This is an optimization exercise on Yosys and OpenROAD, whose aim is small area, a short achievable clock period and few clock cycles per item, not a production implementation.
Only simulation tests tie the RTL to the original design; equivalence was not proved.

==> flow/design.v (outline; a module is shown in full before it is edited, if it fits) <==
// module fa: 4 lines
// module ha: 4 lines
// module reciprocal: 38 lines
// module imc: 1516 lines
module imc
  #(parameter INPUT_W = 16,
    parameter OUTPUT_W = 16)
(
    input  logic                   clk,
    input  logic                   rst_n,
    input  logic                   start,
    input  logic [INPUT_W-1:0]     aIn,
    input  logic [INPUT_W-1:0]     bIn,
    input  logic [INPUT_W-1:0]     cIn,
    input  logic [INPUT_W-1:0]     dIn,
    output logic                   ready,
    output logic [OUTPUT_W-1:0]    aOut,
    output logic [OUTPUT_W-1:0]    bOut,
    output logic [OUTPUT_W-1:0]    cOut,
    output logic [OUTPUT_W-1:0]    dOut,
    output logic                   aOut_sign,
    output logic                   bOut_sign,
    output logic                   cOut_sign,
    output logic                   dOut_sign
);
  // ...
==> flow/flow/run.sh <==
#!/bin/bash
# The standard layout (the standard.sh, all ORFS steps from synthesis
# to finish), except that buffer_ports puts a buf_2 on every input and
# output port instead of the cell it picks on its own (a slow delay cell,
# clkdlybuf4s50_1). Timing repair still resizes port buffers as it needs.
# make's output goes to flow_make.log; ORFS keeps each step's log under
# orfs/logs.
set -euo pipefail
bash standard.sh "BUFFER_PORTS_ARGS=-buffer_cell sky130_fd_sc_hd__buf_2" finish > flow_make.log 2>&1
==> flow/standard.sh <==
#!/bin/bash
# synth_recipe.tcl (not shown) runs the flow's synth.tcl, then flattens the netlist and writes it again
# the make line also repeats each setting of config.mk as NAME=value (left out here)
make -C /OpenROAD-flow-scripts/flow DESIGN_CONFIG=/design/flow/config.mk WORK_HOME=/design/flow/orfs CLKGATE_MAP_FILE= SYNTH_SCRIPT=/design/flow/synth_recipe.tcl "${@:-finish}"
==> flow/config.mk <==
export PLATFORM = sky130hd
export DESIGN_NAME = imc
export DESIGN_NICKNAME = imc
export VERILOG_FILES = /design/flow/design.v
export SDC_FILE = /design/flow/constraint.sdc
export NUM_CORES = 4
export LEC_CHECK = 0
export CAP_MARGIN = 20
export CORE_MARGIN = 2
export CORE_UTILIZATION = 70
export SETUP_SLACK_MARGIN = 3
export SLEW_MARGIN = 20
export SYNTH_HIERARCHICAL = 1
==> flow/constraint.sdc <==
create_clock -name core_clock -period 11.0 [get_ports {clk}]
set_input_delay 2.2000 -clock core_clock [delete_from_list [all_inputs] [get_ports {clk}]]
set_output_delay 2.2000 -clock core_clock [all_outputs]
set_load 0.01 [all_outputs]
==> impl_metrics.ini, run 1 <==
[place]
placedCellCount = 2527

[synth]
synth_top_area_share = 0.543
synth_cells = 2135

[worst_setup_path]
crit_path_end_kind = flip-flop
setup.worst_path.start = cIn[10]
critPathRequiredTime_ns = 11.04
slowest_stage = fa_1
cp.arrival_ns = 7.87

[die]
n_tap_cell = 390

[drt]
dr.pass1.iters = 9
wl_met3_um = 5240
top_layer_used = met4

[timing]
worst_slew_pin_slew_ns = 0.992

[outcome]
outcome = no timing/DRC/antenna violations

[finish]
final_nets = 2892
multi_input_area_share = 0.830
syn_to_final_growth_pct = 7.99
largest_class = multi-input gates

[cts]
clockBufferDepth = 2

[global_routing]
met3_usage = 0.0522
grt_pass1_vias = 17600
antenna_found_initial = 0

[job]
drv_cap = 0
Testbench counts, summed over its fixed seeds: cycles 3,200, items 3,200.
==> run 2, diff against run 1 <==
--- a/flow/design.v
+++ b/flow/design.v
@@ -1101,21 +1101,32 @@
   wire t974 = ~t882;
   wire t975, t976;
   fa u_t975 (.a(t974), .b(t930), .c(t928), .s(t975), .co(t976));
   wire t977, t978;
   ha u_t977 (.a(t887), .b(t931), .s(t977), .co(t978));
   assign dx = {1'b1, t977, t973, t972, t967, t966, t963, t958, t957, t952, t949, t946, t943, t940, t937, t934, t933};
   assign dy = {t978, t976, t975, t970, t969, t964, t961, t960, t955, t954, t951, t948, t945, t942, t939, t936, tcy_bc};
   assign cp = tcy_ad;
-  logic [15:0] nA, nB, nC, nD;
-  assign nA = -dIn;
-  assign nB = -bIn;
-  assign nC = -cIn;
-  assign nD = -aIn;
+  logic [7:0]  mA, mB, mC, mD;
+  logic [8:0]  cA, cB, cC, cD;
+  assign cA[0] = dIn[15] & ~|dIn[7:0];
+  assign cB[0] = bIn[15] & ~|bIn[7:0];
+  assign cC[0] = cIn[15] & ~|cIn[7:0];
+  assign cD[0] = aIn[15] & ~|aIn[7:0];
+  for (genvar i = 0; i < 8; i++) begin : g_mag
+    assign mA[i]   = dIn[8+i] ^ dIn[15] ^ cA[i];
+    assign cA[i+1] = cA[i] & ~dIn[8+i];
+    assign mB[i]   = bIn[8+i] ^ bIn[15] ^ cB[i];
+    assign cB[i+1] = cB[i] & ~bIn[8+i];
+    assign mC[i]   = cIn[8+i] ^ cIn[15] ^ cC[i];
+    assign cC[i+1] = cC[i] & ~cIn[8+i];
+    assign mD[i]   = aIn[8+i] ^ aIn[15] ^ cD[i];
+    assign cD[i+1] = cD[i] & ~aIn[8+i];
+  end
   logic [16:0] dxv, dyv, diff;
   logic        det_sign;
   assign dxv      = {1'b1, dx[15], dx[14], dx[13], dx[12], dx[11], dx[10], dx[9], dx[8], dx[7], dx[6], dx[5], dx[4], dx[3], dx[2], dx[1], dx[0]};
   assign dyv      = {dy[16], dy[15], dy[14], dy[13], dy[12], dy[11], dy[10], dy[9], dy[8], dy[7], dy[6], dy[5], dy[4], dy[3], dy[2], dy[1], ~dy[0]};
   assign diff     = dxv + dyv + {16'd0, cp};
   logic        c4, ghi, phi;
   logic [12:0] shi;
   assign c4       = diff[4] ^ dxv[4] ^ dyv[4];
@@ -1140,20 +1151,20 @@
     else        ready_r <= 1'b1;
   end
   always_ff @(posedge clk) begin
     if (start) begin
       lo_r    <= diff[4:0];
       up0_r   <= up0;
       up1_r   <= up1;
       dsign_r <= det_sign;
-      mA_r <= dIn[15] ? nA[15:8] : dIn[15:8];
-      mB_r <= bIn[15] ? nB[15:8] : bIn[15:8];
-      mC_r <= cIn[15] ? nC[15:8] : cIn[15:8];
-      mD_r <= aIn[15] ? nD[15:8] : aIn[15:8];
+      mA_r <= mA;
+      mB_r <= mB;
+      mC_r <= mC;
+      mD_r <= mD;
       sA_r <= dIn[15];
       sB_r <= bIn != 16'd0;
       sC_r <= cIn != 16'd0;
       sD_r <= aIn[15];
     end
   end
   logic        inrange;
   logic [8:0]  r, rlut;
==> flow/config.mk (replaced) <==
export PLATFORM = sky130hd
export DESIGN_NAME = imc
export DESIGN_NICKNAME = imc
export VERILOG_FILES = /design/flow/design.v
export SDC_FILE = /design/flow/constraint.sdc
export NUM_CORES = 4
export LEC_CHECK = 0
export CAP_MARGIN = 20
export CORE_MARGIN = 2
export CORE_UTILIZATION = 60
export SETUP_SLACK_MARGIN = 3
export SLEW_MARGIN = 20
export SYNTH_HIERARCHICAL = 1
==> impl_metrics.ini, run 2 <==
[place]
portBuffers = 135
gp_congestion = 0.905
dp_hpwl_um = 42400

[drt]
detail_route.wl_per_cell_um = 21.6
drt-total-wl_um = 56700
final_antenna_net_count = 0
drc = 0
vias_per_cell = 6.09
drtIter0Drc = 1248
dr.pass1.iters = 9
vias = 16000

[cts]
cts_sinks = 45
h-tree-depth = 2
cts_tree = done
clockBufferDepth = 2
holdBufCountCts = 0
clock-root-buffer = clkbuf_16
cts.clk_slew.worst_paths_ns = 0.08
cts_made_buffers = 5

[timing]
relSlewSlack = 0.270
grt_setup_unrepaired = yes
fmax_mhz = 126
slew_viol_final = 0
setup-violations-final = 0
min_period_over_period = 0.719
tns_ns = 0
final.min_clock_period_ns = 7.91
worst_slew_pin_slew_ns = 1.09
hold_viol_final = 0

[synth]
synthTopCellsByArea = fa_1 (55%), nand2_1 (12%), edfxtp_1 (6.3%)
synth_common_cells = nand2_1 (688), fa_1 (568), clkbuf_1 (121)
synth_area_mm2 = 0.0208
async_flop_share = 0.0222
post-synth-top-count-cell = nand2_1
synth_top_area_share = 0.545
yosysWarnings = 8
synth_enable_flop_cells = 44
ys_ff_latch = 45
synth_area_per_cell_um2 = 9.80
synth.distinct_cells = 62
yosysTopAreaCell = fa_1
synth_cells = 2127
ys_seq_area_frac = 0.0646
synth_flop_cell = edfxtp_1

[die]
fp-row-count = 68
initial_utilization = 0.606
die-area_mm2 = 0.0362
die_y_um = 190
ioPinCount = 136
coreArea_mm2 = 0.0344
die_w_um = 190

[worst_setup_path]
path_max_fanout = 16
cp_top_family = adder cells
slowest_delay_ns = 0.57
worst_setup_path_start_kind = input pin
worstSetupPathType = in -> reg
crit_path_end_kind = flip-flop
critPathRequiredTime_ns = 11.06
slowest_stage = fa_1
crit_buf_inv = 2
path_cells = buf_8 > nand2_1 > fa_1 > fa_1 > fa_1 > fa_2 > fa_1 > fa_2 > fa_1 > inv_1 > fa_1 > fa_2 > fa_2 > a21o_1 > a21oi_2 > xnor2_2 > xnor2_2 > o221ai_2 > xnor2_1
cp.arrival_ns = 7.97
crit_path_frequent_cell = fa_1

[finish]
drive_gt1_frac = 0.104
final_nets = 2896
antennaDiodeCount = 0
final_common_cell = nand2_1
syn_to_final_growth_pct = 7.88
nFillCells = 2836
mostFrequentLayoutCells = nand2_1 (685), fa_1 (563), inv_1 (102), ha_1 (92), buf_2 (78)
finish.utilization = 0.654

[global_routing]
grt_pass1_vias = 16900
overflow = 0
grt_pass1_wl_um = 91100
grt_start_max_net_pins = 45
track_usage = 0.324
antenna_found_initial = 2

[outcome]
outcome = no timing/DRC/antenna violations

[job]
drv_cap = 0

[hold_path]
hold_path.class = in -> async
run 2: changes by cell type in the layout (fill, tap and decap cells not counted), sizes merged, moves of 10 or more:
cell	before	now
clkbuf	5	27
inv	93	103
a21oi	29	41
buf	165	149
nand2	678	691
and3	18	5
xor2	22	32
run 2: stage by stage:
step / instances / worst slack [ns] / area (µm²) / hold WS [ns]
floorplan: 2181 / 3.02 / 21200 / 1.90
global placement: 2588 / 2.41 / 21600 / 1.97
detailed placement: 2588 / 2.28 / 21600 / 1.98
CTS: 2614 / 3.00 / 22100 / 1.66
global route: 2622 / 2.93 / 22500 / 1.66
finish: 2622 / 3.09 / 22500 / 1.67
run 2: path summary, 6_finish.rpt:
check	cells past startpoint	start	slack (ns)	to
setup / recovery	19	aIn[0]	3.09	dsign_r
max in group asynchronous	1	rst_n	9.25	ready_r
min in group core_clock	1	dIn[15]	2.25	sA_r
hold / removal	1	rst_n	1.67	ready_r
run 2: area by class of cell:
class                      instances  area [µm²]  share of cell area
clock buffer                       5         125             0.00556
clock inverter                     3        25.0             0.00111
inverter                         102         383              0.0170
multi-input combinational       1841       18700               0.832
sequential                        45        1350              0.0599
tap                              455         569              0.0253
timing repair buffer             171        1330              0.0590
run 2: modules after synthesis (local to each module, per instance):
module / flops+latches / cells inside
ha: 0 / 1
imc: 45 / 1509
reciprocal: 0 / 55
fa: 0 / 1
run 2: layer usage:
metal  GRT usage  up-vias  wire length [µm]
li1            -     6765                 -
met1       0.452     8360             22900
met2       0.544      714             28200
met3      0.0374      126              4000
met4      0.0891        4              1510
met5           0        -                27
run 2: repair_timing:
item                                    in CTS  in global routing
gates resized for setup                     57                 83
gates cloned                                 0                  2
endpoints found under the setup margin      19                 10
pin swaps                                    2                  7
setup buffers                               18                  6
run 2: logic make-up after synthesis:
| group | share of synthesized area |
|---|---|
| other cells | 0.000180 |
| xor+xnor | 0.0361 |
| simple gates | 0.160 |
| fa+ha+maj | 0.603 |
| mux | 0.00336 |
| compound gates | 0.0776 |
| flops | 0.0646 |
| buf+inv | 0.0550 |
Testbench counts of run 2, summed over its fixed seeds: cycles 3,200, items 3,200.

[what the ideal ports hide]
How much do the figures lean on ideal ports? The routed layouts below were timed once more, with nothing changed but the port constraints. Step 1 sets driving cells, clkbuf_16 on the clock port and buf_2 on the other inputs (assumed; they add their load-dependent delay and slew). Step 2, shift: input delay + t, output delay - t, t = (earliest + latest rising clock arrival at the registers) / 2. This alone moves slack from input paths to output paths. Slacks: ideal / step 1 / step 2; pairs: ideal / step 1.
run	t, ns	setup slack, ns	hold slack, ns	worst slew at a driven data input, ns	cell pins on the clock port's net
run 1	0.324	3.170 / 3.157 / 2.833	1.669 / 1.655 / 1.979	0.07	1
run 2	0.336	3.092 / 3.070 / 2.734	1.668 / 1.656 / 1.992	0.08	1
After both steps setup and hold are still met in every run listed. The setup slack of run 2, which loses most, moves by -0.022 ns with the drivers and by -0.358 ns with both steps.
